From an optimization exercise on the open Yosys and OpenROAD flow, aimed at small area; shortcuts taken in it are not production practice. Where RTL was checked, it was by simulation tests only, not by an equivalence proof against the original. The RTL of runs 3 to 7 was laid out without a check of its function. In every run shown here, the design's own scripts or RTL, not TritonCTS, make the clock network. The clock input has no modelled driver; a real chip could not lean on it and would need a root buffer or a full tree. Power and IR drop assume default switching activity.

$ cat flow/design.v
module digital_lock #(
	parameter	width = 4,
	parameter	tick_cycles = 250
)(
	input				clock,
	input				reset,
	input		[3:0]	key,
	output	reg	[6:0]	HEX0,
	output	reg	[6:0]	HEX1,
	output	reg	[6:0]	HEX2,
	output	reg	[6:0]	HEX3,
	output	reg	[6:0]	HEX4,
	output	reg	[6:0]	HEX5,
	output	reg			LOCK_STATE,
	output	reg			UNLOCK_STATE,
	output	reg			ORIGIN_STATE,
	output	reg			SECOND_STATE,
	output	reg			THIRD_STATE
);
localparam	UNLOCKED		= 3'b000;
localparam	UNLOCKED_ERR	= 3'b001;
localparam	SECOND			= 3'b010;
localparam	LOCKING			= 3'b011;
localparam	THIRD			= 3'b110;
localparam	UNLOCKING		= 3'b111;
localparam	ORIGIN			= 3'b100;
localparam	LOCKED			= 3'b101;
localparam	TICK_START	= 8'h08;
localparam	TICK_END	= 8'ha0;
localparam	TH_START	= 3'b001;
localparam	C0 = 3'b110, C1 = 3'b100, C2 = 3'b000, C3 = 3'b001,
			C4 = 3'b010, C5 = 3'b101, C6 = 3'b011, C7 = 3'b111;
reg	[2:0]	state;
reg	[3:0]	key_last;
reg	[7:0]	counter;
reg	[2:0]	t_h;
reg	[2:0]	cnt_o, cnt_b;	 
reg	[7:0]	pw_o, pw_b;		 
reg			t_e;
reg	[3:0]	shown;			 
wire	[3:0]	press = key_last & ~key;
wire			any_press = |press;
wire	[1:0]	digit = {~press[0] & ~press[1], ~press[0] & (press[1] | press[2])};
wire			tick = ({counter[7:6], counter[4:0]} == {TICK_END[7:6], TICK_END[4:0]});
wire			in_o = (state == ORIGIN);
wire			in_b = state[1] & ~state[0];
wire			in_entry = in_o | in_b;
wire	[2:0]	cnt = in_o ? cnt_o : cnt_b;
wire			confirm = (cnt == C4) & press[1];
wire			timeout = ~t_h[1] & ~t_h[0];
wire			enter = ~confirm & ~timeout & any_press;	 
wire			show = ~timeout & ~any_press;				 
wire	[2:0]	cnt_next = {cnt[1:0], cnt[0] ? (cnt[2] | cnt[1]) : ~cnt[2]};
wire	[3:0]	wpos = {cnt == C3, cnt == C2, cnt == C1, cnt == C0};
wire	[3:0]	spos = {cnt == C4, cnt == C3, cnt == C2, cnt == C1};
wire	[7:0]	pw_shown = ORIGIN_STATE ? pw_o : pw_b;
wire			match = (pw_shown == pw_o);
integer k;
always @(posedge clock) begin
	key_last	<= key;
	if (!reset) begin
		cnt_o	<= C0;
		cnt_b	<= C0;
	end
	else if (confirm) begin
		if (in_o) cnt_o <= C0;
		if (in_b) cnt_b <= C0;
	end
	else if (enter) begin
		if (in_o) cnt_o <= cnt_next;
		if (in_b) cnt_b <= cnt_next;
	end
	for (k = 0; k < 4; k = k + 1)
		if (enter & wpos[k]) begin
			if (in_o) pw_o[2*k +: 2] <= digit;
			if (in_b) pw_b[2*k +: 2] <= digit;
		end
	if (!in_entry | confirm)
		t_h		<= TH_START;
	else if (tick)
		t_h		<= {t_h[1:0], t_h[2] ^ t_h[1]};
	if (!reset | tick)
		counter	<= TICK_START;
	else
		counter	<= {counter[6:0], counter[7] ^ counter[5] ^ counter[4] ^ counter[3]};
	if (!in_entry | confirm | (show & (cnt == C7)))
		shown	<= 4'b0000;
	else if (show)
		shown	<= shown | spos;
	LOCK_STATE		<= !reset | (state == LOCKED);
	UNLOCK_STATE	<= !reset | (state[2:1] == 2'b00);
	ORIGIN_STATE	<= !reset | in_o;
	SECOND_STATE	<= !reset | (state[2:1] == 2'b01);
	THIRD_STATE		<= !reset | (state[2:1] == 2'b11);
	if (!reset) begin
		state	<= UNLOCKED;
		t_e		<= 1'b0;
	end
	else case (state)
		UNLOCKED, UNLOCKED_ERR: if (press[0])
			state	<= ORIGIN;
		LOCKED: if (press[3])
			state	<= THIRD;
		ORIGIN: if (confirm)
			state	<= SECOND;
		else if (timeout)
			state	<= UNLOCKED;
		SECOND: if (confirm)
			state	<= LOCKING;
		else if (timeout)
			state	<= UNLOCKED;
		THIRD: if (confirm)
			state	<= UNLOCKING;
		else if (timeout)
			state	<= LOCKED;
		LOCKING:
			state	<= match ? LOCKED : UNLOCKED_ERR;
		UNLOCKING: if (match)
			state	<= UNLOCKED;
		else begin
			state	<= LOCKED;
			t_e		<= 1'b1;
		end
	endcase
end
wire		m_u = UNLOCK_STATE & ~state[2] & ~state[0];	 
wire		m_lck = LOCK_STATE & state[0];					 
wire		m_e = (UNLOCK_STATE & state[0]) | (m_lck & t_e);	 
wire		m_l = m_lck & ~t_e;								 
function [6:0] lit;
	input [1:0] x;
	lit = {x[1] | x[0], x[1] & ~x[0], ~x[1] & x[0], x[0], x[1] | ~x[0], 1'b1, x[0]};
endfunction
wire	[6:0]	l5 = {7{shown[0]}} & lit(pw_shown[1:0]);
wire	[6:0]	l4 = {7{shown[1]}} & lit(pw_shown[3:2]);
wire	[6:0]	l3 = {7{shown[2]}} & lit(pw_shown[5:4]);
wire	[6:0]	l2 = {7{shown[3]}} & lit(pw_shown[7:6]);
wire			m_any = m_e | m_u | m_l;
always @(*) begin
	HEX5 = ~(l5 | {m_e, m_any, m_any, m_any, m_u, m_u, m_e});
	HEX4 = ~(l4 | {m_any, 1'b0, m_any, m_l, m_u | m_l, 1'b0, 1'b0});
	HEX3 = ~(l3 | {m_e | m_l, m_u, m_any, m_u | m_l, 1'b0, 1'b0, 1'b0});
	HEX2 = ~(l2 | {m_any, m_l, m_any, m_any, m_e | m_u, m_l, 1'b0});
	HEX1 = ~{m_e | m_u, 1'b0, m_e | m_u, m_u, 3'b000};
	HEX0 = ~{m_u, m_u, m_u, m_u, 1'b0, m_u, 1'b0};
end
endmodule
$ cat flow/flow/run.sh
#!/bin/bash
# Standard layout (the standard.sh on ORFS), with three changes:
#  - before global placement every logic cell gets the smallest drive
#    strength of its kind (flow/downsize.tcl); repair_design in the
#    placement step sizes up again where needed;
#  - the port buffers are the smallest buffer (sky130_fd_sc_hd__buf_1);
#  - the clock tree is a few sky130_fd_sc_hd__clkbuf_8, each at the centre
#    of a cluster of registers it drives, all driven by the clock port
#    (flow/cts_pre.tcl builds it before the CTS step and turns
#    clock_tree_synthesis into a no-op); the rest of the CTS step (timing
#    repair, legalisation) runs as usual.
# The tools' output goes to standard.log; ORFS keeps its per-step logs
# under orfs/logs.
set -uo pipefail
export BUFFER_PORTS_ARGS="-buffer_cell sky130_fd_sc_hd__buf_1"
export PRE_GLOBAL_PLACE_TCL="$PWD/flow/downsize.tcl"
export PRE_CTS_TCL="$PWD/flow/cts_pre.tcl"
bash standard.sh > standard.log 2>&1
$ cat flow/flow/cts_pre.tcl
# Clock tree: the registers are split into NCLUSTERS groups by position
# (k-means); a clock buffer at the centre of each group drives it, and the
# clock port drives the buffers.
set nclusters 3
set block [ord::get_db_block]
set clk_net [$block findNet clock]
set master [[ord::get_db] findMaster sky130_fd_sc_hd__clkbuf_8]
set sinks {}
foreach iterm [$clk_net getITerms] {
  set inst [$iterm getInst]
  set box [$inst getBBox]
  set x [expr { ([$box xMin] + [$box xMax]) / 2.0 }]
  set y [expr { ([$box yMin] + [$box yMax]) / 2.0 }]
  lappend sinks [list $iterm $x $y]
}
set n [llength $sinks]
# k-means, seeded with sinks spread along the sorted order of x + y
set sorted [lsort -real -index 1 [lmap s $sinks { list $s [expr { [lindex $s 1] + [lindex $s 2] }] }]]
set centres {}
for { set c 0 } { $c < $nclusters } { incr c } {
  set s [lindex [lindex $sorted [expr { int(($c + 0.5) * $n / $nclusters) }]] 0]
  lappend centres [list [lindex $s 1] [lindex $s 2]]
}
for { set iter 0 } { $iter < 50 } { incr iter } {
  set assign {}
  foreach s $sinks {
    set best 0
    set bestd 1e30
    for { set c 0 } { $c < $nclusters } { incr c } {
      lassign [lindex $centres $c] cx cy
      set d [expr { abs([lindex $s 1] - $cx) + abs([lindex $s 2] - $cy) }]
      if { $d < $bestd } { set bestd $d; set best $c }
    }
    lappend assign $best
  }
  set new {}
  for { set c 0 } { $c < $nclusters } { incr c } {
    set sx 0.0; set sy 0.0; set k 0
    foreach s $sinks a $assign {
      if { $a == $c } { set sx [expr { $sx + [lindex $s 1] }]; set sy [expr { $sy + [lindex $s 2] }]; incr k }
    }
    if { $k > 0 } { lappend new [list [expr { $sx / $k }] [expr { $sy / $k }]] } else { lappend new [lindex $centres $c] }
  }
  set centres $new
}
for { set c 0 } { $c < $nclusters } { incr c } {
  set buf [odb::dbInst_create $block $master clkbuf_leaf_$c]
  set net [odb::dbNet_create $block clknet_leaf_$c]
  $net setSigType CLOCK
  set k 0
  foreach s $sinks a $assign {
    if { $a == $c } {
      set iterm [lindex $s 0]
      $iterm disconnect
      $iterm connect $net
      incr k
    }
  }
  [$buf findITerm A] connect $clk_net
  [$buf findITerm X] connect $net
  lassign [lindex $centres $c] cx cy
  $buf setLocation [expr { round($cx) }] [expr { round($cy) }]
  $buf setPlacementStatus PLACED
  puts "cts_pre: clkbuf_leaf_$c drives $k registers from ([expr { round($cx) }], [expr { round($cy) }])"
}
proc clock_tree_synthesis { args } {
  puts "cts_pre: clock_tree_synthesis skipped"
}
$ cat flow/flow/downsize.tcl
# Before global placement: give every logic cell the smallest drive strength
# of its kind (synthesis upsizes some for a timing target this design meets
# with a wide margin); the placement step's repair_design sizes cells up
# again where slew or capacitance needs it.
set db [ord::get_db]
set nswap 0
foreach inst [[ord::get_db_block] getInsts] {
  set m [$inst getMaster]
  set name [$m getName]
  if { ![regexp {^(sky130_fd_sc_hd__[a-z0-9]+)_([0-9]+)$} $name -> base drive] } { continue }
  if { [regexp {__(df|edf|sdf|dl|tap|fill|decap|conb|clk)} $base] } { continue }
  set best $name
  set best_area [expr { [$m getWidth] * [$m getHeight] }]
  foreach d {0 1 2} {
    set cand [$db findMaster ${base}_$d]
    if { $cand eq "NULL" || $cand eq "" } { continue }
    set a [expr { [$cand getWidth] * [$cand getHeight] }]
    if { $a < $best_area } { set best ${base}_$d; set best_area $a }
  }
  if { $best ne $name } {
    replace_cell [$inst getName] $best
    incr nswap
  }
}
puts "downsize: $nswap cells given a smaller drive strength"
$ cat flow/standard.sh
#!/bin/bash
# synth_recipe.tcl (not shown) runs the flow's synth.tcl, then flattens the netlist and writes it again
# the make line also repeats each setting of config.mk as NAME=value (left out here)
make -C /OpenROAD-flow-scripts/flow DESIGN_CONFIG=/design/flow/config.mk WORK_HOME=/design/flow/orfs CLKGATE_MAP_FILE= SYNTH_SCRIPT=/design/flow/synth_recipe.tcl "${@:-finish}"
$ cat flow/config.mk
export PLATFORM = sky130hd
export DESIGN_NAME = digital_lock
export DESIGN_NICKNAME = digital_lock
export VERILOG_FILES = /design/flow/design.v
export SDC_FILE = /design/flow/constraint.sdc
export NUM_CORES = 4
export LEC_CHECK = 0
export CAP_MARGIN = 20
export CORE_MARGIN = 2
export CORE_UTILIZATION = 40
export SLEW_MARGIN = 20
$ cat flow/constraint.sdc
create_clock -name core_clock -period 10.0 [get_ports {clock}]
set_input_delay 2.0000 -clock core_clock [delete_from_list [all_inputs] [get_ports {clock}]]
set_output_delay 2.0000 -clock core_clock [all_outputs]
set_load 0.01 [all_outputs]
==> results of run 1 <==
==> per-stage QoR <==
stage	hold slack [ps]	instance area (µm²)	total power, mW	cells
floorplan	418	2640	0.263	288
global placement	437	2730	0.270	392
detailed placement	447	2730	0.270	392
CTS	447	2770	0.328	395
global route	479	2770	0.356	395
finish	465	2770	0.338	395
==> cell type report <==
| class | instances | share of cell area [%] |
|---|---|---|
| Timing Repair Buffer | 47 | 6.56 |
| Buffer | 3 | 1.49 |
| Tap cell | 77 | 3.48 |
| Multi-Input combinational cell | 207 | 45.0 |
| Inverter | 11 | 1.49 |
| Sequential cell | 50 | 42.0 |
==> synthesized netlist by cell type, types with 6 or more instances <==
cell type	n
nand2b_1	7
nor2b_1	12
xor2_1	8
nor2_1	40
buf_4	12
o21ai_0	6
dfxtp_1	34
edfxtp_1	16
inv_1	11
nand2_1	22
a21oi_1	20
and2_1	7
mux2i_1	17
==> power groups by stage <==
stage	logic (mW)	clock network [mW]	registers [mW]
after floorplan	0.0401	0	0.223
after global placement	0.0451	0	0.225
after detailed placement	0.0453	0	0.225
after CTS	0.0454	0.0575	0.225
after global routing	0.0505	0.0842	0.221
final	0.0448	0.0729	0.220
==> worst register-to-register path: stages (launching register included) <==
cell and delay, ps:
dfxtp_1 610, nor3b_1 240, buf_4 250, mux2i_1 570
o21ai_1 260, nor2_1 220
==> per-layer routing <==
metal	share of wire, %	up-vias	track usage, %
li1	-	1034	-
met1	49	924	21.6
met2	45	52	24.8
met3	4.2	5	0.973
met4	1.0	0	1.44
met5	0	-	0
==> registers in the layout, indices dropped and copies added (netlist names) <==
signal,count
t_e,1
THIRD_STATE,1
cnt_o,3
counter,8
LOCK_STATE,1
state,3
shown,4
pw_o,8
pw_b,8
ORIGIN_STATE,1
UNLOCK_STATE,1
key_last,4
t_h,3
SECOND_STATE,1
cnt_b,3
==> worst max-delay path by stage <==
stage                        endpoint  slack, ps  depth (start not counted)
finish                        HEX5[6]       6130                          5
CTS                 pw_b[0]$_DFFE_PP_       6210                          6
global route                  HEX5[6]       5900                          5
global placement    pw_b[0]$_DFFE_PP_       6320                          6
detailed placement  pw_b[0]$_DFFE_PP_       6210                          6
floorplan                     HEX3[6]       6470                          6
==> cell families after synthesis <==
kind of cell	after synthesis	synth area share, %
flops	50	44.4
simple gates	115	23.0
xor+xnor	12	4.02
buf+inv	31	7.03
other cells	1	0.143
compound gates	51	12.3
mux	23	9.08
==> impl_metrics.ini, run 1 <==
[die]
num_rows = 29
die_y_um = 84.9
pin_count = 53
fp.dieArea_um2 = 7210
die-width_um = 84.9
start_util_pct = 41.2
core_um2 = 6350

[finish]
drive_above_1_share_pct = 3.77
fin_util_pct = 43.6
nets = 326
final_common_cell = buf_1
multi_input_area_um2 = 1250
fillers = 667
register_area_um2 = 1160
layout_common_cells = buf_1, nor2_1, dfxtp_1, nand2_1, a21oi_1
diodes = 0
area_growth_pct = 5.74

[synthesis]
synth_area_um2 = 2620
ys_warn_count = 1
synth_top_cell_by_area = dfxtp_1
synth-seq-cells = 50
ys_types = 50
syn_area_per_cell_um2 = 9.25
synth_top_area_share_pct = 26.0
ys_seq_area_share_pct = 44.4
synth_cells = 283
synthTopCellsByArea = dfxtp_1, edfxtp_1, mux2i_1
synth_edf_count = 16
async_flop_share_pct = 0
ys.flop_type = dfxtp_1

[job]
drv_cap = 0

[critical_path]
rr_worst_depth = 5
critPathTopFamily = flip-flops
r2r_end = pw_o[7]$_DFFE_PP_
start_kind = flop
crit_start = ORIGIN_STATE$_DFF_P_
worstPathMaxFanout = 14
rrSetupSlack_ps = 7540
crit_path_max_incr_delay_ps = 700
crit_buf_inv = 2
critical_path_class = reg -> out
critPathArrivalTime_ps = 1870
endpoint_kind = output pin
crit_required_ps = 8000
r2r-start = state[2]$_SDFFE_PN0P_
crit_slowest_cell = dfxtp_1
path_cells = mux2i_1 > inv_1 > a21oi_1 > a21boi_0 > buf_1

[clock_tree]
clk_latency_ps = 170
cts_resized = 0
cts_post_setup_buffers_inserted = 0
holdBufCountCts = 0
cts.clk_slew.worst_paths_ps = 110

[timing]
fin_crit_ps = 3870
drv_slew = 0
final-setup-viol-count = 0
rsz0062_at_grt = false
finalHoldViolCount = 0
clock.fmax_mhz = 258
period_share_pct = 38.7
worst_pin_slew_ps = 606
fin_ws_ps = 6130
finalClockSkew_ps = 29.5
setup_tns_ps = 0
slew_headroom_pct = 58.4

[routing]
wl_per_cell_um = 13.4
drt-total-wl_mm = 5.29
vias_per_cell = 5.10
via_count = 2015
drc = 0
drtIter0Drc = 101
first_pass_iters = 4
postRouteAntennaNets = 0

[place]
hpwl_mm = 4.16
place.gp.congestion = 0.881
post-place-ws_ps = 6210
io_buffers = 46

[global_route]
overflow = 0
grt_start_max_net_pins = 27
track_usage_pct = 14.7
grt_pass1_vias = 1784
grt_pass1_wl_mm = 8.93
antenna_found_initial = 0

[power]
seqPwrFrac_pct = 65.2
p_comb_share_pct = 13.3
power.switching_mw = 0.0783
p_sw_share_pct = 23.2
intPower_mw = 0.260
leakage_nw = 0.999
p_per_area_nw_per_um2 = 122
clockPowerShare_pct = 21.6
vdd_drop_max_v = 0.0000783

[hold_path]
min_path_type = reg -> reg
hold_start = counter[0]$_SDFF_PP0_
hold_depth = 1
hold-path-endpoint = counter[1]$_SDFF_PP0_

[outcome]
status = finished clean
==> run 2: changes to the inputs <==
--- a/flow/design.v
+++ b/flow/design.v
@@ -25,9 +25,6 @@
 localparam	UNLOCKING		= 3'b111;
 localparam	ORIGIN			= 3'b100;
 localparam	LOCKED			= 3'b101;
-localparam	TICK_START	= 8'h08;
-localparam	TICK_END	= 8'ha0;
-localparam	TH_START	= 3'b001;
 localparam	C0 = 3'b110, C1 = 3'b100, C2 = 3'b000, C3 = 3'b001,
 			C4 = 3'b010, C5 = 3'b101, C6 = 3'b011, C7 = 3'b111;
 reg	[2:0]	state;
@@ -41,13 +38,13 @@
 wire	[3:0]	press = key_last & ~key;
 wire			any_press = |press;
 wire	[1:0]	digit = {~press[0] & ~press[1], ~press[0] & (press[1] | press[2])};
-wire			tick = ({counter[7:6], counter[4:0]} == {TICK_END[7:6], TICK_END[4:0]});
+wire			tick = counter[7] & counter[6] & counter[5] & counter[4] & counter[3] & ~counter[1] & ~counter[0];
 wire			in_o = (state == ORIGIN);
 wire			in_b = state[1] & ~state[0];
 wire			in_entry = in_o | in_b;
 wire	[2:0]	cnt = in_o ? cnt_o : cnt_b;
 wire			confirm = (cnt == C4) & press[1];
-wire			timeout = ~t_h[1] & ~t_h[0];
+wire			timeout = ~t_h[2] & ~t_h[0];
 wire			enter = ~confirm & ~timeout & any_press;	 
 wire			show = ~timeout & ~any_press;				 
 wire	[2:0]	cnt_next = {cnt[1:0], cnt[0] ? (cnt[2] | cnt[1]) : ~cnt[2]};
@@ -76,13 +73,13 @@
 			if (in_b) pw_b[2*k +: 2] <= digit;
 		end
 	if (!in_entry | confirm)
-		t_h		<= TH_START;
+		t_h		<= 3'b100;
 	else if (tick)
-		t_h		<= {t_h[1:0], t_h[2] ^ t_h[1]};
+		t_h		<= {t_h[1:0], ~(t_h[2] & t_h[0])};
 	if (!reset | tick)
-		counter	<= TICK_START;
+		counter	<= 8'd0;
 	else
-		counter	<= {counter[6:0], counter[7] ^ counter[5] ^ counter[4] ^ counter[3]};
+		counter	<= {counter[6:0], counter[7] ^ ~(counter[4] & counter[0])};
 	if (!in_entry | confirm | (show & (cnt == C7)))
 		shown	<= 4'b0000;
 	else if (show)
==> run 2 against run 1 <==
Net effect: clock power increased by 3.3%; worst hold slack improved by 7.1 ps; die area decreased by 0.51%; global-route usage decreased by 0.55 points; critical path type unchanged; largest cell class unchanged; highest routed layer unchanged.
==> impl_metrics.ini, run 2 <==
[power]
p_sw_share_pct = 23.7
clockPowerShare_pct = 22.4
p_total_mw = 0.337
p_per_area_nw_per_um2 = 123
p_comb_share_pct = 12.8
vdd_drop_max_v = 0.0000893
leakage_nw = 1.01
intPower_mw = 0.257
power.switching_mw = 0.0799
seqPwrFrac_pct = 64.8

[routing]
vias_per_cell = 5.05
via_count = 1993
drt-total-wl_mm = 5.12
drc = 0
wl_per_cell_um = 13.0
drtIter0Drc = 139
first_pass_iters = 4
postRouteAntennaNets = 0

[die]
fp.dieArea_um2 = 7170
pin_count = 53
core_um2 = 6310
die-width_um = 84.7
num_rows = 29
start_util_pct = 41.2
die_y_um = 84.7

[timing]
hold_ws_ps = 472
setup_tns_ps = 0
period_share_pct = 39.1
slew_headroom_pct = 42.7
clock.fmax_mhz = 255
rsz0062_at_grt = false
fin_crit_ps = 3910
final-setup-viol-count = 0
drv_slew = 0
finalHoldViolCount = 0
worst_pin_slew_ps = 857
finalClockSkew_ps = 28.8

[critical_path]
endpoint = HEX5[4]
crit_start = ORIGIN_STATE$_DFF_P_
crit_required_ps = 8000
r2r_end = pw_b[6]$_DFFE_PP_
critical_path_class = reg -> out
rr_worst_depth = 4
critPathArrivalTime_ps = 1910
crit_path_max_incr_delay_ps = 720
worstPathMaxFanout = 15
crit_buf_inv = 2
crit_slowest_cell = dfxtp_1
r2r-start = state[2]$_SDFFE_PN0P_
start_kind = flop
endpoint_kind = output pin
path_cells = mux2_2 > a21oi_1 > inv_1 > o22ai_1 > buf_1
cp.depth = 5
critPathTopFamily = flip-flops
rrSetupSlack_ps = 7350

[synthesis]
async_flop_share_pct = 0
synth_top_area_share_pct = 26.1
synth_edf_count = 16
synth_top_cell_by_area = dfxtp_1
synth_cells = 286
synth_area_um2 = 2600
synth_most_common_cell = nor2_1
synthTopCellsByArea = dfxtp_1, edfxtp_1, mux2i_1
ys_seq_area_share_pct = 44.6
syn_area_per_cell_um2 = 9.10
ys_warn_count = 1
ys.flop_type = dfxtp_1
synthTopCellsByCount = nor2_1, dfxtp_1, a21oi_1
ys_types = 46
synth-seq-cells = 50

[place]
io_buffers = 46
hpwl_mm = 3.96
place.gp.congestion = 0.861

[global_route]
antenna_found_initial = 0
grt_pass1_wl_mm = 8.64
grt_start_max_net_pins = 22
track_usage_pct = 14.1
overflow = 0
grt_pass1_vias = 1750

[finish]
nets = 326
layout_common_cells = buf_1, nor2_1, dfxtp_1, a21oi_1, nand2_1
top_regs = counter x8, pw_b x8, pw_o x8
drive_above_1_share_pct = 3.46
diodes = 0
area_growth_pct = 5.09
final_common_cell = buf_1

[clock_tree]
clk_latency_ps = 160
cts_resized = 0
holdBufCountCts = 0
cts.clk_slew.worst_paths_ps = 110
cts_post_setup_buffers_inserted = 0

[job]
drv_cap = 0

[outcome]
status = finished clean

[hold_path]
min_path_type = reg -> reg
[run 2: worst min-delay path by stage]
stage | start | to | slack, ps | depth (start not counted)
global route | counter[2]$_SDFF_PP0_ | counter[3]$_SDFF_PP0_ | 490 | 1
floorplan | counter[1]$_SDFF_PP0_ | counter[2]$_SDFF_PP0_ | 430 | 1
finish | counter[2]$_SDFF_PP0_ | counter[3]$_SDFF_PP0_ | 470 | 1
CTS | counter[2]$_SDFF_PP0_ | counter[3]$_SDFF_PP0_ | 450 | 1
global placement | counter[2]$_SDFF_PP0_ | counter[3]$_SDFF_PP0_ | 450 | 1
detailed placement | counter[2]$_SDFF_PP0_ | counter[3]$_SDFF_PP0_ | 450 | 1
[run 2: per-layer routing]
layer  vias up  wire length, µm  GRT usage, %
li1       1038                -             -
met1       888             2580          20.8
met2        58             2170          23.0
met3         9              251         0.885
met4         0              128          2.89
met5         -                0             0
[run 2: power groups by stage]
stage          logic (mW)  registers [mW]  clock network (mW)
6_report           0.0431           0.218              0.0753
5_1_grt            0.0481           0.219              0.0851
3_5_place_dp       0.0433           0.223                   0
4_1_cts            0.0435           0.223              0.0575
2_1_floorplan      0.0389           0.221                   0
3_3_place_gp       0.0433           0.223                   0
[run 2: stage by stage]
step           setup WS [ps]  utilization, %  cells  cell area, µm²
2_1_floorplan           6520               -    291            2620
3_3_place_gp            6360            42.7    392            2700
3_5_place_dp            6270            42.7    392            2700
4_1_cts                 6270            43.3    395            2740
5_1_grt                 5930            43.3    395            2740
6_report                6090            43.3    395            2740
[run 2: cells by family (layout without fill, tap and decap cells)]
logic type / count (synthesis) / in the layout / synth area share [%]
compound gates: 56 / 56 / 14.4
xor+xnor: 9 / 9 / 3.03
buf+inv: 36 / 63 / 7.69
flops: 50 / 50 / 44.6
mux: 23 / 23 / 9.13
other cells: 1 / 6 / 0.144
simple gates: 111 / 111 / 21.0
[run 2: layout make-up]
class / instances / area, µm²
fill: 643 / 3580
sequential: 50 / 1160
timing repair buffer: 46 / 173
inverter: 14 / 52.6
tap: 77 / 96.3
buffer: 3 / 41.3
multi-input combinational: 205 / 1210
==> run 3: changes to the inputs <==
--- a/flow/design.v
+++ b/flow/design.v
@@ -17,16 +17,26 @@
 	output	reg			SECOND_STATE,
 	output	reg			THIRD_STATE
 );
-localparam	UNLOCKED		= 3'b000;
+localparam	UNLOCKED	= 3'b000;
 localparam	UNLOCKED_ERR	= 3'b001;
-localparam	SECOND			= 3'b010;
-localparam	LOCKING			= 3'b011;
-localparam	THIRD			= 3'b110;
-localparam	UNLOCKING		= 3'b111;
-localparam	ORIGIN			= 3'b100;
-localparam	LOCKED			= 3'b101;
-localparam	C0 = 3'b110, C1 = 3'b100, C2 = 3'b000, C3 = 3'b001,
-			C4 = 3'b010, C5 = 3'b101, C6 = 3'b011, C7 = 3'b111;
+localparam	LOCKED	= 3'b101;
+localparam	LOCKING	= 3'b011;
+localparam	ORIGIN	= 3'b100;
+localparam	UNLOCKING	= 3'b111;
+localparam	SECOND	= 3'b010;
+localparam	THIRD	= 3'b110;
+localparam	C0 = 3'b000;
+localparam	C1 = 3'b001;
+localparam	C2 = 3'b100;
+localparam	C3 = 3'b101;
+localparam	C4 = 3'b110;
+localparam	C5 = 3'b011;
+localparam	C6 = 3'b010;
+localparam	C7 = 3'b111;
+localparam	D0 = 2'b00;
+localparam	D1 = 2'b01;
+localparam	D2 = 2'b11;
+localparam	D3 = 2'b10;
 reg	[2:0]	state;
 reg	[3:0]	key_last;
 reg	[7:0]	counter;
@@ -34,20 +44,32 @@
 reg	[2:0]	cnt_o, cnt_b;	 
 reg	[7:0]	pw_o, pw_b;		 
 reg			t_e;
-reg	[3:0]	shown;			 
+reg	[3:0]	shown_n;		 
+wire	[3:0]	shown = ~shown_n;
 wire	[3:0]	press = key_last & ~key;
 wire			any_press = |press;
-wire	[1:0]	digit = {~press[0] & ~press[1], ~press[0] & (press[1] | press[2])};
+wire	[1:0]	digit = press[0] ? D0 : press[1] ? D1 : press[2] ? D2 : D3;
 wire			tick = counter[7] & counter[6] & counter[5] & counter[4] & counter[3] & ~counter[1] & ~counter[0];
-wire			in_o = (state == ORIGIN);
-wire			in_b = state[1] & ~state[0];
-wire			in_entry = in_o | in_b;
-wire	[2:0]	cnt = in_o ? cnt_o : cnt_b;
+wire			in_o = (state[2] & ~state[1] & ~state[0]);
+wire			in_b = (state[1] & ~state[0]);
+wire			in_entry = (state[2] & ~state[0]) | (state[1] & ~state[0]);
+wire			sel_b = (state[1]);
+wire	[2:0]	cnt = sel_b ? cnt_b : cnt_o;
 wire			confirm = (cnt == C4) & press[1];
-wire			timeout = ~t_h[2] & ~t_h[0];
+wire			timeout = (~t_h[2] & ~t_h[0]);
 wire			enter = ~confirm & ~timeout & any_press;	 
 wire			show = ~timeout & ~any_press;				 
-wire	[2:0]	cnt_next = {cnt[1:0], cnt[0] ? (cnt[2] | cnt[1]) : ~cnt[2]};
+reg		[2:0]	cnt_next;
+always @(*)
+	case (cnt)
+		C0:	cnt_next = C1;
+		C1:	cnt_next = C2;
+		C2:	cnt_next = C3;
+		C3:	cnt_next = C4;
+		C4:	cnt_next = C5;
+		C5:	cnt_next = C6;
+		default:	cnt_next = C7;
+	endcase
 wire	[3:0]	wpos = {cnt == C3, cnt == C2, cnt == C1, cnt == C0};
 wire	[3:0]	spos = {cnt == C4, cnt == C3, cnt == C2, cnt == C1};
 wire	[7:0]	pw_shown = ORIGIN_STATE ? pw_o : pw_b;
@@ -75,20 +97,20 @@
 	if (!in_entry | confirm)
 		t_h		<= 3'b100;
 	else if (tick)
-		t_h		<= {t_h[1:0], ~(t_h[2] & t_h[0])};
+		t_h		<= {t_h[1:0], ~(t_h[0] & t_h[2])};
 	if (!reset | tick)
 		counter	<= 8'd0;
 	else
-		counter	<= {counter[6:0], counter[7] ^ ~(counter[4] & counter[0])};
+		counter	<= {counter[6:0], counter[7] ^ (~(counter[0] & counter[4]))};
 	if (!in_entry | confirm | (show & (cnt == C7)))
-		shown	<= 4'b0000;
+		shown_n	<= 4'b1111;
 	else if (show)
-		shown	<= shown | spos;
-	LOCK_STATE		<= !reset | (state == LOCKED);
-	UNLOCK_STATE	<= !reset | (state[2:1] == 2'b00);
-	ORIGIN_STATE	<= !reset | in_o;
-	SECOND_STATE	<= !reset | (state[2:1] == 2'b01);
-	THIRD_STATE		<= !reset | (state[2:1] == 2'b11);
+		shown_n	<= shown_n & ~spos;
+	LOCK_STATE		<= !reset | (state[2] & ~state[1] & state[0]);
+	UNLOCK_STATE	<= !reset | (~state[2] & ~state[1]);
+	ORIGIN_STATE	<= !reset | (state[2] & ~state[1] & ~state[0]);
+	SECOND_STATE	<= !reset | (~state[2] & state[1]);
+	THIRD_STATE		<= !reset | (state[2] & state[1]);
 	if (!reset) begin
 		state	<= UNLOCKED;
 		t_e		<= 1'b0;
@@ -120,13 +142,18 @@
 		end
 	endcase
 end
-wire		m_u = UNLOCK_STATE & ~state[2] & ~state[0];	 
-wire		m_lck = LOCK_STATE & state[0];					 
-wire		m_e = (UNLOCK_STATE & state[0]) | (m_lck & t_e);	 
+wire		m_u = UNLOCK_STATE & ((~state[2] & ~state[0]));	 
+wire		m_lck = LOCK_STATE & ((~state[1]));	 
+wire		m_e = (UNLOCK_STATE & ((state[0]))) | (m_lck & t_e);	 
 wire		m_l = m_lck & ~t_e;								 
 function [6:0] lit;
 	input [1:0] x;
-	lit = {x[1] | x[0], x[1] & ~x[0], ~x[1] & x[0], x[0], x[1] | ~x[0], 1'b1, x[0]};
+	case (x)
+		D0: lit = ~7'b1111001;
+		D1: lit = ~7'b0100100;
+		D2: lit = ~7'b0110000;
+		D3: lit = ~7'b0011001;
+	endcase
 endfunction
 wire	[6:0]	l5 = {7{shown[0]}} & lit(pw_shown[1:0]);
 wire	[6:0]	l4 = {7{shown[1]}} & lit(pw_shown[3:2]);
==> run 3 against run 2 <==
Net effect: still clean; worst setup slack got worse by 160 ps; worst hold slack about the same; flip-flop and latch count unchanged; routed wire length increased by 1.5%; combinational power shrank 7.7%; power shrank 0.14%; critical endpoint is now HEX4[6]; sequential share of layout area up 1.6 points; global-route usage increased by 0.63 points; final cell count down 5.1%; via count is 2.7% lower.
==> impl_metrics.ini, run 3 <==
[synthesis]
synth_area_um2 = 2480
synth_edf_count = 16
synthAdderAreaFrac_pct = 0
synthXorXnorAreaFrac_pct = 3.53
ys_warn_count = 1
ys_types = 46
async_flop_share_pct = 0
synth_most_common_cell = dfxtp_1
synthTopCellsByCount = dfxtp_1, nor2_1, nand2_1
ys_seq_area_share_pct = 46.8
synth-seq-cells = 50
synth_compound_area_share_pct = 11.4
yosys.area_share.simple_pct = 22.4
ys.flop_type = dfxtp_1
synth_top_cell_by_area = dfxtp_1
synth_top_family_by_area = simple AND/OR/NAND/NOR gates
synthTopCellsByArea = dfxtp_1, edfxtp_1, mux2i_1
synth_cells = 268
synthMuxAreaShare_pct = 8.77
synth_top_area_share_pct = 27.4
syn_area_per_cell_um2 = 9.27

[global_route]
grt_pass1_wl_mm = 8.10
grt_start_max_net_pins = 29
track_usage_pct = 14.8
grt_pass1_vias = 1648
antenna_found_initial = 0
overflow = 0

[die]
num_rows = 28
core_um2 = 5960
die_y_um = 82.8
pin_count = 53
fp.dieArea_um2 = 6860
die-width_um = 82.8
start_util_pct = 41.7

[critical_path]
start_kind = flop
critical_path_class = reg -> out
critPathArrivalTime_ps = 2080
worstPathMaxFanout = 22
crit_required_ps = 8000
rrSetupSlack_ps = 7250
endpoint_kind = output pin

[timing]
slew_headroom_pct = 34.8
hold_ws_ps = 472
finalClockSkew_ps = 12.8
period_share_pct = 40.8
setup_tns_ps = 0
rsz0062_at_grt = false
worst_pin_slew_ps = 977
clock.fmax_mhz = 245
drv_slew = 0
fin_crit_ps = 4080
final-setup-viol-count = 0
finalHoldViolCount = 0

[job]
drv_cap = 0

[finish]
nets = 308
drive_above_1_share_pct = 2.33
multi_input_area_um2 = 1140
stdcell_count = 375
register_area_um2 = 1160
layout_common_cells = buf_1, dfxtp_1, nor2_1, nand2_1, mux2i_1
fin_util_pct = 44.3
fillers = 601
final_common_cell = buf_1
top_regs = counter x8, pw_b x8, pw_o x8
diodes = 0
area_growth_pct = 6.20

[place]
hpwl_mm = 4.00
place.gp.congestion = 0.779
dp.cells = 372
io_buffers = 46

[routing]
drtIter0Drc = 118
via_count = 1940
first_pass_iters = 4
vias_per_cell = 5.17
wl_per_cell_um = 13.9
drc = 0
drt-total-wl_mm = 5.20
postRouteAntennaNets = 0

[outcome]
status = finished clean

[hold_path]
min_path_type = reg -> reg

[power]
p_total_mw = 0.336
p_per_area_nw_per_um2 = 127
vdd_drop_max_v = 0.0000703
leakage_nw = 1.01

[clock_tree]
cts.clk_slew.worst_paths_ps = 100
holdBufCountCts = 0
clk_latency_ps = 160
cts_resized = 0
cts_post_setup_buffers_inserted = 0
## run 3: changes by cell type after synthesis, sizes merged, moves of 6 or more
cell,delta
nor2,-16
a21oi,-13
nor3,+10
inv,-6
nor2b,+7
nand3,+7
## run 3: critical path, stage by stage (launching register included)
cell and delay [ps]:
dfxtp_1 830, nor2b_1 170, a22oi_1 410, o21ai_0 180
nor3_1 160, buf_1 170
## run 3: through the flow
step	setup slack (ps)	area (µm²)
floorplan	6370	2500
global placement	6130	2600
detailed placement	6110	2600
CTS	6110	2640
global route	5730	2640
finish	5920	2640
## run 3: metal layers
metal | routed length, µm | GRT usage, %
met4 | 42 | 1.15
met3 | 341 | 1.19
met5 | 0 | 0
met2 | 2380 | 26.3
met1 | 2430 | 20.4
## run 3: cell type report
cell class              count  share of cell area [%]
well taps                  75                    3.56
plain buffers               3                    1.57
inverters                   8                    1.14
repair buffers             46                    6.55
flip-flops and latches     50                    44.0
multi-input cells         193                    43.2
## run 3: worst paths after layout
kind	start	to	depth (start not counted)
worst min register to register	counter[2]$_SDFF_PP0_	counter[3]$_SDFF_PP0_	1
worst max register to register	state[1]$_SDFFE_PN0P_	pw_o[3]$_DFFE_PP_	5
worst min-delay path	counter[2]$_SDFF_PP0_	counter[3]$_SDFF_PP0_	1
worst max-delay path	state[1]$_SDFFE_PN0P_	HEX4[6]	5
## run 3: report_power, final
part / leakage (nW) / switching [mW] / internal [mW]
sequential: 0.423 / 0.00442 / 0.214
combinational: 0.561 / 0.0264 / 0.0133
clock: 0.0216 / 0.0502 / 0.0279
total: 1.01 / 0.0811 / 0.255
## run 3: cell families (layout without fill, tap and decap cells)
group / after synthesis / in the layout
flops: 50 / 50
compound gates: 44 / 44
mux: 21 / 21
xor+xnor: 10 / 10
other cells: 1 / 6
buf+inv: 30 / 57
simple gates: 112 / 112
==> run 4: changes to the inputs <==
--- a/flow/design.v
+++ b/flow/design.v
@@ -49,11 +49,12 @@
 wire	[3:0]	press = key_last & ~key;
 wire			any_press = |press;
 wire	[1:0]	digit = press[0] ? D0 : press[1] ? D1 : press[2] ? D2 : D3;
-wire			tick = counter[7] & counter[6] & counter[5] & counter[4] & counter[3] & ~counter[1] & ~counter[0];
+wire			tick = counter[7] & counter[6] & counter[5] & counter[4] & counter[3] & counter[2] & ~counter[0];
 wire			in_o = (state[2] & ~state[1] & ~state[0]);
 wire			in_b = (state[1] & ~state[0]);
 wire			in_entry = (state[2] & ~state[0]) | (state[1] & ~state[0]);
 wire			sel_b = (state[1]);
+wire			in_s = (~state[2] & state[1] & ~state[0]);
 wire	[2:0]	cnt = sel_b ? cnt_b : cnt_o;
 wire			confirm = (cnt == C4) & press[1];
 wire			timeout = (~t_h[2] & ~t_h[0]);
@@ -99,9 +100,9 @@
 	else if (tick)
 		t_h		<= {t_h[1:0], ~(t_h[0] & t_h[2])};
 	if (!reset | tick)
-		counter	<= 8'd0;
+		counter	<= 8'd128;
 	else
-		counter	<= {counter[6:0], counter[7] ^ (~(counter[0] & counter[4]))};
+		counter	<= {counter[6:0], counter[7] ^ (counter[6] | counter[2])};
 	if (!in_entry | confirm | (show & (cnt == C7)))
 		shown_n	<= 4'b1111;
 	else if (show)
==> run 4 against run 3 <==
Net effect: still clean on timing, DRC and antenna; clock skew increased by 9.8 ps; clock power shrank 4.5%; flip-flop and latch count is the same; cell area grew 0.62%; worst hold slack gained 0.66 ps; sequential share of layout area shrank 0.27 points; power up 3.1%; critical path type unchanged.
==> impl_metrics.ini, run 4 <==
[timing]
slew_headroom_pct = 43.8
fin_ws_ps = 6020
worst_pin_slew_ps = 841
finalClockSkew_ps = 22.6
drv_slew = 0
period_share_pct = 39.8
finalHoldViolCount = 0
fin_crit_ps = 3980
rsz0062_at_grt = false
final-setup-viol-count = 0
setup_tns_ps = 0
clock.fmax_mhz = 251
hold_ws_ps = 473

[synthesis]
synth_most_common_cell = nor2_1
ys_seq_area_share_pct = 47.1
synth_edf_count = 16
synth_cells = 273
syn_area_per_cell_um2 = 9.03
ys.flop_type = dfxtp_1
synthTopCellsByArea = dfxtp_1, edfxtp_1, nor2_1
async_flop_share_pct = 0
ys_types = 47
synth_top_area_share_pct = 27.6
synth-seq-cells = 50
synthTopCellsByCount = nor2_1, dfxtp_1, nand2_1
ys_warn_count = 1
synth_top_cell_by_area = dfxtp_1
synth_area_um2 = 2460

[die]
fp.dieArea_um2 = 6810
core_um2 = 5960
num_rows = 28
die_y_um = 82.5
start_util_pct = 41.4
die-width_um = 82.5
pin_count = 53

[clock_tree]
clk_latency_ps = 160
cts.clk_slew.worst_paths_ps = 100
holdBufCountCts = 0
cts_post_setup_buffers_inserted = 0
cts_resized = 0

[global_route]
grt_pass1_vias = 1770
grt_pass1_wl_mm = 8.40
antenna_found_initial = 0
grt_start_max_net_pins = 25
track_usage_pct = 15.4
overflow = 0

[finish]
layout_common_cells = buf_1, nor2_1, dfxtp_1, nand2_1, edfxtp_1
drive_above_1_share_pct = 2.29
fillers = 591
nets = 314
final_area_um2 = 2650
final_common_cell = buf_1
top_regs = counter x8, pw_b x8, pw_o x8
area_growth_pct = 7.67
fin_util_pct = 44.6
diodes = 0
stdcell_count = 381

[power]
p_comb_share_pct = 14.7
clockPowerShare_pct = 21.5
p_sw_share_pct = 25.0
p_per_area_nw_per_um2 = 131
p_total_mw = 0.347
seqPwrFrac_pct = 63.8
leakage_nw = 1.02
intPower_mw = 0.260
vdd_drop_max_v = 0.0000797
power.switching_mw = 0.0867

[place]
place.gp.congestion = 0.858
dp.cells = 378
post-place-ws_ps = 6300
io_buffers = 46
hpwl_mm = 4.06
placed_area_um2 = 2610

[routing]
first_pass_iters = 4
drt-total-wl_mm = 5.33
postRouteAntennaNets = 0
wl_per_cell_um = 14.0
drc = 0
drtIter0Drc = 100
vias_per_cell = 5.27
via_count = 2006

[critical_path]
start_kind = flop
crit_slowest_cell = dfxtp_1
endpoint_kind = output pin
path_cells = nor2b_1 > a22oi_1 > o21ai_0 > nor3_1 > buf_1
critical_path_class = reg -> out
crit_start = state[1]$_SDFFE_PN0P_
crit_path_max_incr_delay_ps = 770
rrSetupSlack_ps = 7660
critPathArrivalTime_ps = 1980
r2r-start = state[1]$_SDFFE_PN0P_
crit_required_ps = 8000
worstPathMaxFanout = 19

[hold_path]
hold_start = counter[1]$_SDFF_PP0_
min_path_type = reg -> reg

[outcome]
status = finished clean

[job]
drv_cap = 0
run 4: cell types whose count changed in the layout (fill, tap and decap cells not counted), sizes merged, moves of 2 or more:
cell / change
o22ai: +2
mux2i: -5
a21boi: -2
nor3: -3
and2: -3
inv: +2
nand3: -3
nand2: +2
nand2b: +2
nor2: +12
nor2b: -5
run 4: cell families (layout without fill, tap and decap cells):
family / count (synthesis) / count (layout) / share of synthesized area, %
and+or+nand+nor: 114 / 114 / 22.2
AOI/OAI and AO/OA: 51 / 51 / 13.5
DFF: 50 / 50 / 47.1
buffers and inverters: 32 / 60 / 7.31
muxes: 15 / 15 / 6.19
xor gates and xnor gates: 10 / 10 / 3.55
other: 1 / 6 / 0.152
run 4: power by group through the flow:
stage	Clock, mW	Combinational [mW]	Sequential [mW]
after floorplan	0	0.0420	0.223
after global placement	0	0.0510	0.226
after detailed placement	0	0.0510	0.226
after CTS	0.0575	0.0512	0.226
after global routing	0.0832	0.0587	0.222
final	0.0746	0.0509	0.221
run 4: worst paths after layout:
path / end / cells after the start
min reg2reg: counter[2]$_SDFF_PP0_ / 1
min: counter[2]$_SDFF_PP0_ / 1
max reg2reg: cnt_b[0]$_SDFFE_PN0P_ / 5
max: HEX4[6] / 5
run 4: worst max-delay path, delay by kind of cell (launching register included):
family | cells | cell delay (ps)
DFF | 1 | 770
AOI/OAI and AO/OA | 2 | 530
and+or+nand+nor | 2 | 350
buffers and inverters | 1 | 180
run 4: layer usage:
| metal | vias up | global-route usage (%) | wire length, µm |
|---|---|---|---|
| li1 | 1012 | - | - |
| met1 | 919 | 22.3 | 2630 |
| met2 | 68 | 25.4 | 2260 |
| met3 | 7 | 1.30 | 350 |
| met4 | 0 | 2.62 | 93 |
| met5 | - | 0 | 0 |
run 4: layout make-up:
class                           count  area, µm²  area share [%]
Sequential cell                    50       1160            43.8
Multi-Input combinational cell    196       1140            43.0
Timing Repair Buffer               47        180            6.79
Tap cell                           75       93.8            3.54
Buffer                              3       41.3            1.56
Inverter                           10       37.5            1.41
==> run 5: changes to the inputs <==
--- a/flow/design.v
+++ b/flow/design.v
@@ -44,12 +44,11 @@
 reg	[2:0]	cnt_o, cnt_b;	 
 reg	[7:0]	pw_o, pw_b;		 
 reg			t_e;
-reg	[3:0]	shown_n;		 
-wire	[3:0]	shown = ~shown_n;
+reg	[3:0]	shown;			 
 wire	[3:0]	press = key_last & ~key;
 wire			any_press = |press;
 wire	[1:0]	digit = press[0] ? D0 : press[1] ? D1 : press[2] ? D2 : D3;
-wire			tick = counter[7] & counter[6] & counter[5] & counter[4] & counter[3] & counter[2] & ~counter[0];
+wire			tick = counter[7] & counter[6] & counter[5] & counter[4] & counter[3] & ~counter[1] & ~counter[0];
 wire			in_o = (state[2] & ~state[1] & ~state[0]);
 wire			in_b = (state[1] & ~state[0]);
 wire			in_entry = (state[2] & ~state[0]) | (state[1] & ~state[0]);
@@ -100,13 +99,13 @@
 	else if (tick)
 		t_h		<= {t_h[1:0], ~(t_h[0] & t_h[2])};
 	if (!reset | tick)
-		counter	<= 8'd128;
+		counter	<= 8'd0;
 	else
-		counter	<= {counter[6:0], counter[7] ^ (counter[6] | counter[2])};
+		counter	<= {counter[6:0], counter[7] ^ (~(counter[0] & counter[4]))};
 	if (!in_entry | confirm | (show & (cnt == C7)))
-		shown_n	<= 4'b1111;
+		shown	<= 4'b0000;
 	else if (show)
-		shown_n	<= shown_n & ~spos;
+		shown	<= shown | spos;
 	LOCK_STATE		<= !reset | (state[2] & ~state[1] & state[0]);
 	UNLOCK_STATE	<= !reset | (~state[2] & ~state[1]);
 	ORIGIN_STATE	<= !reset | (state[2] & ~state[1] & ~state[0]);
==> run 5 against run 4 <==
Net effect: via count decreased by 2.7%; critical endpoint is now HEX5[6]; routed wire length decreased by 8.6%; final cell count increased by 0.79%; largest power group unchanged; highest routed layer unchanged; worst hold slack got worse by 6.8 ps; clock skew about the same; critical path type unchanged; largest cell class is now multi-input combinational cells; synthesized area increased by 1.4%.
==> impl_metrics.ini, run 5 <==
[outcome]
status = finished clean

[timing]
hold_ws_ps = 466
rsz0062_at_grt = false
final-setup-viol-count = 0
drv_slew = 0
worst_pin_slew_ps = 931
slew_headroom_pct = 38.0
finalHoldViolCount = 0
finalClockSkew_ps = 22.1
fin_crit_ps = 3970
period_share_pct = 39.7
clock.fmax_mhz = 252
setup_tns_ps = 0
fin_ws_ps = 6030

[finish]
stdcell_count = 384
layout_common_cells = buf_1, dfxtp_1, nor2_1, nand2_1, o21ai_0
drive_above_1_share_pct = 2.27
nets = 317
area_growth_pct = 7.01
diodes = 0
final_area_um2 = 2670
fin_util_pct = 44.6
final_common_cell = buf_1
top_regs = counter x8, pw_b x8, pw_o x8

[synthesis]
synth_most_common_cell = dfxtp_1
ys_seq_area_share_pct = 46.5
synth_area_um2 = 2500
synthTopCellsByArea = dfxtp_1, edfxtp_1, mux2i_1
synth-seq-cells = 50
synthTopCellsByCount = dfxtp_1, nor2_1, nand2_1
synth_cells = 276
synth_top_area_share_pct = 27.2
synth_top_cell_by_area = dfxtp_1
async_flop_share_pct = 0
syn_area_per_cell_um2 = 9.05
synth_edf_count = 16
ys_warn_count = 1
ys_types = 45
ys.flop_type = dfxtp_1

[critical_path]
rrSetupSlack_ps = 7130
rr_worst_depth = 5
start_kind = flop
r2r_end = cnt_o[2]$_SDFFE_PN0P_
endpoint_kind = output pin
critical_path_class = reg -> out
crit_required_ps = 8000
r2r-start = state[1]$_SDFFE_PN0P_
worstPathMaxFanout = 20
critPathArrivalTime_ps = 1970

[power]
p_total_mw = 0.329
p_per_area_nw_per_um2 = 123
vdd_drop_max_v = 0.0000782
leakage_nw = 0.979

[clock_tree]
cts_resized = 0
holdBufCountCts = 0
cts_post_setup_buffers_inserted = 0
clk_latency_ps = 160
cts.clk_slew.worst_paths_ps = 110

[hold_path]
min_path_type = reg -> reg
hold_start = counter[2]$_SDFF_PP0_
hold-path-endpoint = counter[3]$_SDFF_PP0_
hold_depth = 1

[die]
fp.dieArea_um2 = 6890
die-width_um = 83.0
core_um2 = 5990
num_rows = 28
start_util_pct = 41.7
pin_count = 53
die_y_um = 83.0

[place]
dp.cells = 381
post-place-ws_ps = 6040
hpwl_mm = 3.80
placed_area_um2 = 2630
place.gp.congestion = 0.851
io_buffers = 46

[job]
drv_cap = 0

[routing]
via_count = 1952
postRouteAntennaNets = 0
drt-total-wl_mm = 4.87
first_pass_iters = 4
wl_per_cell_um = 12.7
vias_per_cell = 5.08
drtIter0Drc = 128
drc = 0

[global_route]
grt_start_max_net_pins = 27
grt_pass1_vias = 1783
overflow = 0
grt_pass1_wl_mm = 8.35
track_usage_pct = 13.8
antenna_found_initial = 0
[run 5: changes by cell type after synthesis, sizes merged, moves of 3 or more]
cell,change
a21boi,+4
nor2,-9
xor2,-9
xnor2,+9
o21ai,+4
a31oi,+3
and2,+4
[run 5: power breakdown]
group / internal, mW / leakage, nW / switching [mW] / total [mW]
sequential: 0.214 / 0.423 / 0.00478 / 0.219
combinational: 0.0126 / 0.535 / 0.0248 / 0.0375
clock: 0.0277 / 0.0216 / 0.0447 / 0.0724
[run 5: final cells by class]
type,count,area (µm²)
fillers,619,3320
multi-input cells,199,1160
flip-flops and latches,50,1160
repair buffers,46,173
well taps,75,93.8
plain buffers,3,41.3
inverters,11,41.3
[run 5: kinds of logic (layout without fill, tap and decap cells)]
| family | Yosys count | after routing | synth area share, % |
|---|---|---|---|
| AO/OA/AOI/OAI | 55 | 55 | 14.4 |
| XOR/XNOR | 10 | 10 | 3.51 |
| buffers and inverters | 32 | 60 | 6.91 |
| flip-flops | 50 | 50 | 46.5 |
| multiplexers | 16 | 16 | 6.61 |
| other | 1 | 6 | 0.150 |
| AND/OR/NAND/NOR | 112 | 112 | 21.9 |
[run 5: routing by layer]
layer	wire (µm)	vias to the layer above	GRT usage (%)
met5	0	-	0
met4	110	0	2.38
met3	231	7	0.895
met2	2300	56	24.9
met1	2230	879	18.5
li1	-	1010	-
[run 5: worst max-delay path by stage]
| stage | from | to | slack (ps) |
|---|---|---|---|
| after floorplan | ORIGIN_STATE$_DFF_P_ | HEX5[6] | 6230 |
| after global placement | key[1] | cnt_o[2]$_SDFFE_PN0P_ | 6160 |
| after detailed placement | key[1] | cnt_o[2]$_SDFFE_PN0P_ | 6040 |
| after CTS | key[1] | cnt_o[2]$_SDFFE_PN0P_ | 6030 |
| after global routing | ORIGIN_STATE$_DFF_P_ | HEX3[6] | 5810 |
| final | ORIGIN_STATE$_DFF_P_ | HEX5[6] | 6030 |
[run 5: worst max-delay path, cell delays in order, from the launching register on]
cell      delay, ps
dfxtp_1         800
mux2i_1         260
nor2b_1          90
a221oi_1        280
a21boi_0        220
buf_1           170
==> run 6: changes to the inputs <==
--- a/flow/design.v
+++ b/flow/design.v
@@ -26,16 +26,16 @@
 localparam	SECOND	= 3'b010;
 localparam	THIRD	= 3'b110;
 localparam	C0 = 3'b000;
-localparam	C1 = 3'b001;
-localparam	C2 = 3'b100;
-localparam	C3 = 3'b101;
-localparam	C4 = 3'b110;
-localparam	C5 = 3'b011;
-localparam	C6 = 3'b010;
+localparam	C1 = 3'b110;
+localparam	C2 = 3'b001;
+localparam	C3 = 3'b010;
+localparam	C4 = 3'b101;
+localparam	C5 = 3'b100;
+localparam	C6 = 3'b011;
 localparam	C7 = 3'b111;
 localparam	D0 = 2'b00;
-localparam	D1 = 2'b01;
-localparam	D2 = 2'b11;
+localparam	D1 = 2'b11;
+localparam	D2 = 2'b01;
 localparam	D3 = 2'b10;
 reg	[2:0]	state;
 reg	[3:0]	key_last;
==> run 6 against run 5 <==
Net effect: critical path type unchanged; still clean on timing, DRC and antenna; largest cell class is now registers; power is 7.9% higher; highest routed layer unchanged; worst hold slack hardly changed; final cell count is 1.8% lower; critical path depth is 1 lower; synthesized cell count is 2.5% lower.
==> impl_metrics.ini, run 6 <==
[power]
p_comb_share_pct = 16.1
p_sw_share_pct = 25.9
vdd_drop_max_v = 0.0000741
power.switching_mw = 0.0920
intPower_mw = 0.263
seqPwrFrac_pct = 62.7
p_per_area_nw_per_um2 = 133
leakage_nw = 1.00
clockPowerShare_pct = 21.2

[die]
core_um2 = 5960
fp.dieArea_um2 = 6870
die_y_um = 82.9
num_rows = 28
start_util_pct = 41.8
die-width_um = 82.9
pin_count = 53

[critical_path]
critPathArrivalTime_ps = 1940
crit_slowest_cell = dfxtp_1
crit_buf_inv = 1
endpoint_kind = output pin
crit_path_max_incr_delay_ps = 760
worstPathMaxFanout = 20
start_kind = flop
crit_required_ps = 8000
critical_path_class = reg -> out
critPathTopFamily = flip-flops
path_cells = nor2b_1 > a22oi_1 > a21boi_0 > buf_1

[global_route]
grt_pass1_vias = 1830
grt_pass1_wl_mm = 8.93
grt_start_max_net_pins = 24
antenna_found_initial = 0
track_usage_pct = 15.0
overflow = 0

[routing]
first_pass_iters = 4
wl_per_cell_um = 14.0
drtIter0Drc = 86
postRouteAntennaNets = 0
drc = 0
via_count = 1980
drt-total-wl_mm = 5.28
vias_per_cell = 5.25

[timing]
period_share_pct = 39.4
drv_slew = 0
worst_pin_slew_ps = 870
slew_headroom_pct = 41.6
clock.fmax_mhz = 254
finalClockSkew_ps = 32.5
finalHoldViolCount = 0
fin_crit_ps = 3940
final-setup-viol-count = 0
setup_tns_ps = 0
rsz0062_at_grt = false
fin_ws_ps = 6060

[clock_tree]
clk_latency_ps = 170
cts_post_setup_buffers_inserted = 0
cts_resized = 0
cts.clk_slew.worst_paths_ps = 80
holdBufCountCts = 0

[synthesis]
ys_warn_count = 1
synthTopCellsByArea = dfxtp_1, edfxtp_1, mux2_2
synth_edf_count = 16
synth-seq-cells = 50
synth_area_um2 = 2490
synth_most_common_cell = dfxtp_1
syn_area_per_cell_um2 = 9.26
synth_top_cell_by_area = dfxtp_1
synthTopCellsByCount = dfxtp_1, nor2_1, nand2_1
ys.flop_type = dfxtp_1
synth_cells = 269
synth_top_area_share_pct = 27.3
ys_seq_area_share_pct = 46.6
ys_types = 46
async_flop_share_pct = 0

[place]
io_buffers = 46
place.gp.congestion = 0.800
hpwl_mm = 4.03
post-place-ws_ps = 6210

[finish]
layout_common_cells = buf_1, dfxtp_1, nor2_1, nand2_1
nets = 310
top_regs = counter x8, pw_b x8, pw_o x8
fillers = 611
drive_above_1_share_pct = 3.97
final_common_cell = buf_1
diodes = 0
area_growth_pct = 7.44
fin_util_pct = 44.9

[job]
drv_cap = 0

[outcome]
status = finished clean

[hold_path]
min_path_type = reg -> reg
## run 6: per-stage QoR
step | hold slack (ps) | instances | area [µm²] | power, mW
after floorplan | 431 | 274 | 2510 | 0.271
after global placement | 442 | 374 | 2630 | 0.284
after detailed placement | 445 | 374 | 2630 | 0.284
after CTS | 451 | 377 | 2680 | 0.342
after global routing | 491 | 377 | 2680 | 0.371
final | 466 | 377 | 2680 | 0.355
## run 6: layout make-up
class	instances	area, µm²	area share (%)
Sequential cell	50	1160	43.4
Inverter	12	45.0	1.68
Timing Repair Buffer	46	173	6.45
Buffer	3	41.3	1.54
Tap cell	75	93.8	3.51
Multi-Input combinational cell	191	1160	43.4
## run 6: power groups by stage
stage	registers [mW]	logic, mW	clock network [mW]
2_1_floorplan	0.224	0.0471	0
3_3_place_gp	0.227	0.0573	0
3_5_place_dp	0.227	0.0571	0
4_1_cts	0.227	0.0574	0.0575
5_1_grt	0.224	0.0635	0.0841
6_report	0.222	0.0571	0.0751
## run 6: cells by family after synthesis
| kind of cell | after synthesis | share of synthesized area (%) |
|---|---|---|
| multiplexers | 19 | 8.24 |
| flip-flops | 50 | 46.6 |
| buffers and inverters | 33 | 6.83 |
| other | 1 | 0.151 |
| XOR/XNOR | 10 | 3.52 |
| AO/OA/AOI/OAI | 51 | 13.3 |
| AND/OR/NAND/NOR | 105 | 21.3 |
## run 6: path summary, 6_finish.rpt
path	slack, ps	from	to	depth (start not counted)
setup / recovery	6060	state[1]$_SDFFE_PN0P_	HEX2[2]	4
hold reg to reg	470	counter[1]$_SDFF_PP0_	counter[2]$_SDFF_PP0_	1
setup reg to reg	7350	state[1]$_SDFFE_PN0P_	pw_b[3]$_DFFE_PP_	4
hold / removal	470	counter[1]$_SDFF_PP0_	counter[2]$_SDFF_PP0_	1
## run 6: routing by layer
layer / global-route usage (%) / wire length, µm
met5: 0 / 0
met3: 1.59 / 357
met2: 26.6 / 2420
met1: 20.5 / 2470
met4: 1.34 / 29
==> run 7: changes to the inputs <==
--- a/flow/design.v
+++ b/flow/design.v
@@ -25,17 +25,17 @@
 localparam	UNLOCKING	= 3'b111;
 localparam	SECOND	= 3'b010;
 localparam	THIRD	= 3'b110;
-localparam	C0 = 3'b000;
-localparam	C1 = 3'b110;
-localparam	C2 = 3'b001;
+localparam	C0 = 3'b111;
+localparam	C1 = 3'b001;
+localparam	C2 = 3'b011;
 localparam	C3 = 3'b010;
 localparam	C4 = 3'b101;
-localparam	C5 = 3'b100;
-localparam	C6 = 3'b011;
-localparam	C7 = 3'b111;
+localparam	C5 = 3'b110;
+localparam	C6 = 3'b000;
+localparam	C7 = 3'b100;
 localparam	D0 = 2'b00;
-localparam	D1 = 2'b11;
-localparam	D2 = 2'b01;
+localparam	D1 = 2'b01;
+localparam	D2 = 2'b11;
 localparam	D3 = 2'b10;
 reg	[2:0]	state;
 reg	[3:0]	key_last;
==> run 7 against run 6 <==
Net effect: clock power fell by 1%; largest power group unchanged; cell area is 0.80% lower; worst hold slack gained 8.8 ps; critical endpoint is now HEX5[6]; first-iteration DRC count grew 35%; critical path depth grew 1; final cell count increased by 1.9%; clock skew up 11 ps.
==> impl_metrics.ini, run 7 <==
[outcome]
status = finished clean

[die]
start_util_pct = 41.6
die-width_um = 82.7
fp.dieArea_um2 = 6830
num_rows = 28
core_um2 = 5960
die_y_um = 82.7
pin_count = 53

[place]
io_buffers = 46
place.gp.congestion = 0.843
hpwl_mm = 4.19

[timing]
clock.fmax_mhz = 250
finalHoldViolCount = 0
worst_pin_slew_ps = 858
final-setup-viol-count = 0
fin_crit_ps = 4000
finalClockSkew_ps = 43.5
setup_tns_ps = 0
period_share_pct = 40.0
slew_headroom_pct = 42.8
rsz0062_at_grt = false
drv_slew = 0

[global_route]
grt_start_max_net_pins = 25
overflow = 0
grt.met2_usage_pct = 26.2
busiest_layer = met2
grt_pass1_wl_mm = 8.56
grt_pass1_vias = 1724
antenna_found_initial = 0
use_met1_pct = 23.0
track_usage_pct = 15.6
gr-usage-met3_pct = 1.20

[clock_tree]
clk_latency_ps = 170
cts_post_setup_buffers_inserted = 0
cts_resized = 0
cts.clk_slew.worst_paths_ps = 120
holdBufCountCts = 0

[routing]
wl_per_cell_um = 14.0
drc = 0
drt-total-wl_mm = 5.36
vias_per_cell = 5.15
first_pass_iters = 4
postRouteAntennaNets = 0
drtIter0Drc = 116
via_count = 1976

[synthesis]
synthTopCellsByCount = nor2_1, nand2_1, dfxtp_1
syn_area_per_cell_um2 = 9.03
synth_cells = 274
synth_most_common_cell = nor2_1
synth_top_cell_by_area = dfxtp_1
ys_seq_area_share_pct = 46.9
synthAdderAreaFrac_pct = 0
synth_area_um2 = 2470
ys.flop_type = dfxtp_1
async_flop_share_pct = 0
synthXorXnorAreaFrac_pct = 3.19
ys_types = 47
synth-seq-cells = 50
synth_top_family_by_area = simple AND/OR/NAND/NOR gates
synthMuxAreaShare_pct = 6.93
synth_edf_count = 16
synthTopCellsByArea = dfxtp_1, edfxtp_1, mux2i_1
synth_compound_area_share_pct = 14.2
synth_top_area_share_pct = 27.5
ys_warn_count = 1
yosys.area_share.simple_pct = 21.6

[power]
vdd_drop_max_v = 0.0000689
leakage_nw = 1.04
p_per_area_nw_per_um2 = 129
p_total_mw = 0.341

[critical_path]
start_kind = flop
crit_path_max_incr_delay_ps = 700
path_cells = mux2i_1 > nor2b_1 > a221oi_1 > a21boi_0 > buf_1
crit_required_ps = 8000
crit_slowest_cell = dfxtp_1
critical_path_class = reg -> out
worstPathMaxFanout = 14
critPathArrivalTime_ps = 2000
endpoint_kind = output pin

[job]
drv_cap = 0

[finish]
diodes = 0
nets = 317
top_regs = counter x8, pw_b x8, pw_o x8
final_common_cell = buf_1
area_growth_pct = 7.23
drive_above_1_share_pct = 1.94
layout_common_cells = buf_1, nor2_1, nand2_1, dfxtp_1

[hold_path]
min_path_type = reg -> reg
[run 7: changes by cell type in the layout (fill, tap and decap cells not counted), sizes merged, moves of 3 or more]
| cell | delta |
|---|---|
| mux2 | -8 |
| mux2i | +6 |
| nand2 | +13 |
| nand2b | -3 |
| nand3 | -6 |
| nor2 | +11 |
| nor2b | +3 |
| nor3 | -3 |
| nor4 | -3 |
[run 7: final timing paths]
| path | from | end | slack [ps] | depth (start not counted) |
|---|---|---|---|---|
| setup / recovery | ORIGIN_STATE$_DFF_P_ | HEX5[6] | 6000 | 5 |
| hold / removal | counter[2]$_SDFF_PP0_ | counter[3]$_SDFF_PP0_ | 470 | 1 |
| setup reg to reg | state[1]$_SDFFE_PN0P_ | cnt_b[2]$_SDFFE_PN1P_ | 7490 | 5 |
| hold reg to reg | counter[2]$_SDFF_PP0_ | counter[3]$_SDFF_PP0_ | 470 | 1 |
[run 7: logic make-up after synthesis]
kind of cell / after synthesis
buffers and inverters: 32
other: 1
multiplexers: 17
flip-flops: 50
AND/OR/NAND/NOR: 114
XOR/XNOR: 9
AO/OA/AOI/OAI: 51
[run 7: per-stage QoR]
| step | std cells | hold slack, ps | utilization [%] | setup WS [ps] | cell area (µm²) |
|---|---|---|---|---|---|
| floorplan | 279 | 431 | - | 6350 | 2490 |
| global placement | 381 | 439 | 43.9 | 6220 | 2610 |
| detailed placement | 381 | 450 | 43.9 | 6230 | 2610 |
| CTS | 384 | 450 | 44.6 | 6220 | 2650 |
| global route | 384 | 504 | 44.6 | 5820 | 2650 |
| finish | 384 | 475 | 44.6 | 6000 | 2650 |
[run 7: critical path: cells and delay by family (launching register included)]
family	cells	cell delay [ps]
mux	1	260
compound gates	2	600
buf+inv	1	170
flops	1	700
simple gates	1	100
[run 7: area by class of cell]
type | instances | area [µm²]
multi-input combinational | 197 | 1140
sequential | 50 | 1160
tap | 75 | 93.8
buffer | 3 | 41.3
inverter | 13 | 48.8
fill | 611 | 3300
timing repair buffer | 46 | 173
[run 7: layer usage]
layer | up-vias | wire, µm | part of all wire, %
li1 | 1008 | - | -
met1 | 888 | 2510 | 47
met2 | 75 | 2410 | 45
met3 | 5 | 392 | 7.3
met4 | 0 | 47 | 0.88
met5 | - | 0 | 0
[run 7: where the power goes]
| group | internal [mW] | switching, mW |
|---|---|---|
| Sequential | 0.215 | 0.00528 |
| Combinational | 0.0155 | 0.0317 |
| Clock | 0.0278 | 0.0462 |
| Total | 0.258 | 0.0832 |

[re-timing with driven ports]
In the flow no input, the clock included, has a driving cell. The finished layouts below were timed again as built, in two steps.
Step 1, drivers: a clkbuf_16 drives clock and a buf_2 each remaining input, both assumed.
Step 2 also shifts input and output timing later by t, the mid clock arrival at the registers, as if the neighbouring blocks saw the same clock.
a / b / c = ideal / step 1 / step 2; a / b = the first two.
run | shift t [ns] | setup WS [ns] | worst setup path after step 2 | worst slew at a driven data input, ns
run 1 | 0.199 | 6.126 / 6.077 / 6.226 | input to register | 0.03
run 2 | 0.203 | 6.086 / 6.032 / 6.235 | register to output | 0.03
run 3 | 0.206 | 5.922 / 5.873 / 6.079 | register to output | 0.03
run 4 | 0.203 | 6.016 / 5.964 / 6.167 | register to output | 0.03
run 5 | 0.203 | 6.027 / 5.975 / 6.008 | input to register | 0.03
run 6 | 0.207 | 6.060 / 6.011 / 6.183 | input to register | 0.03
run 7 | 0.197 | 5.999 / 5.949 / 6.146 | register to output | 0.03
After both steps every run listed still meets setup and hold. The setup slack of run 5, which loses most, moves by -0.052 ns with the drivers and by -0.019 ns with both steps.
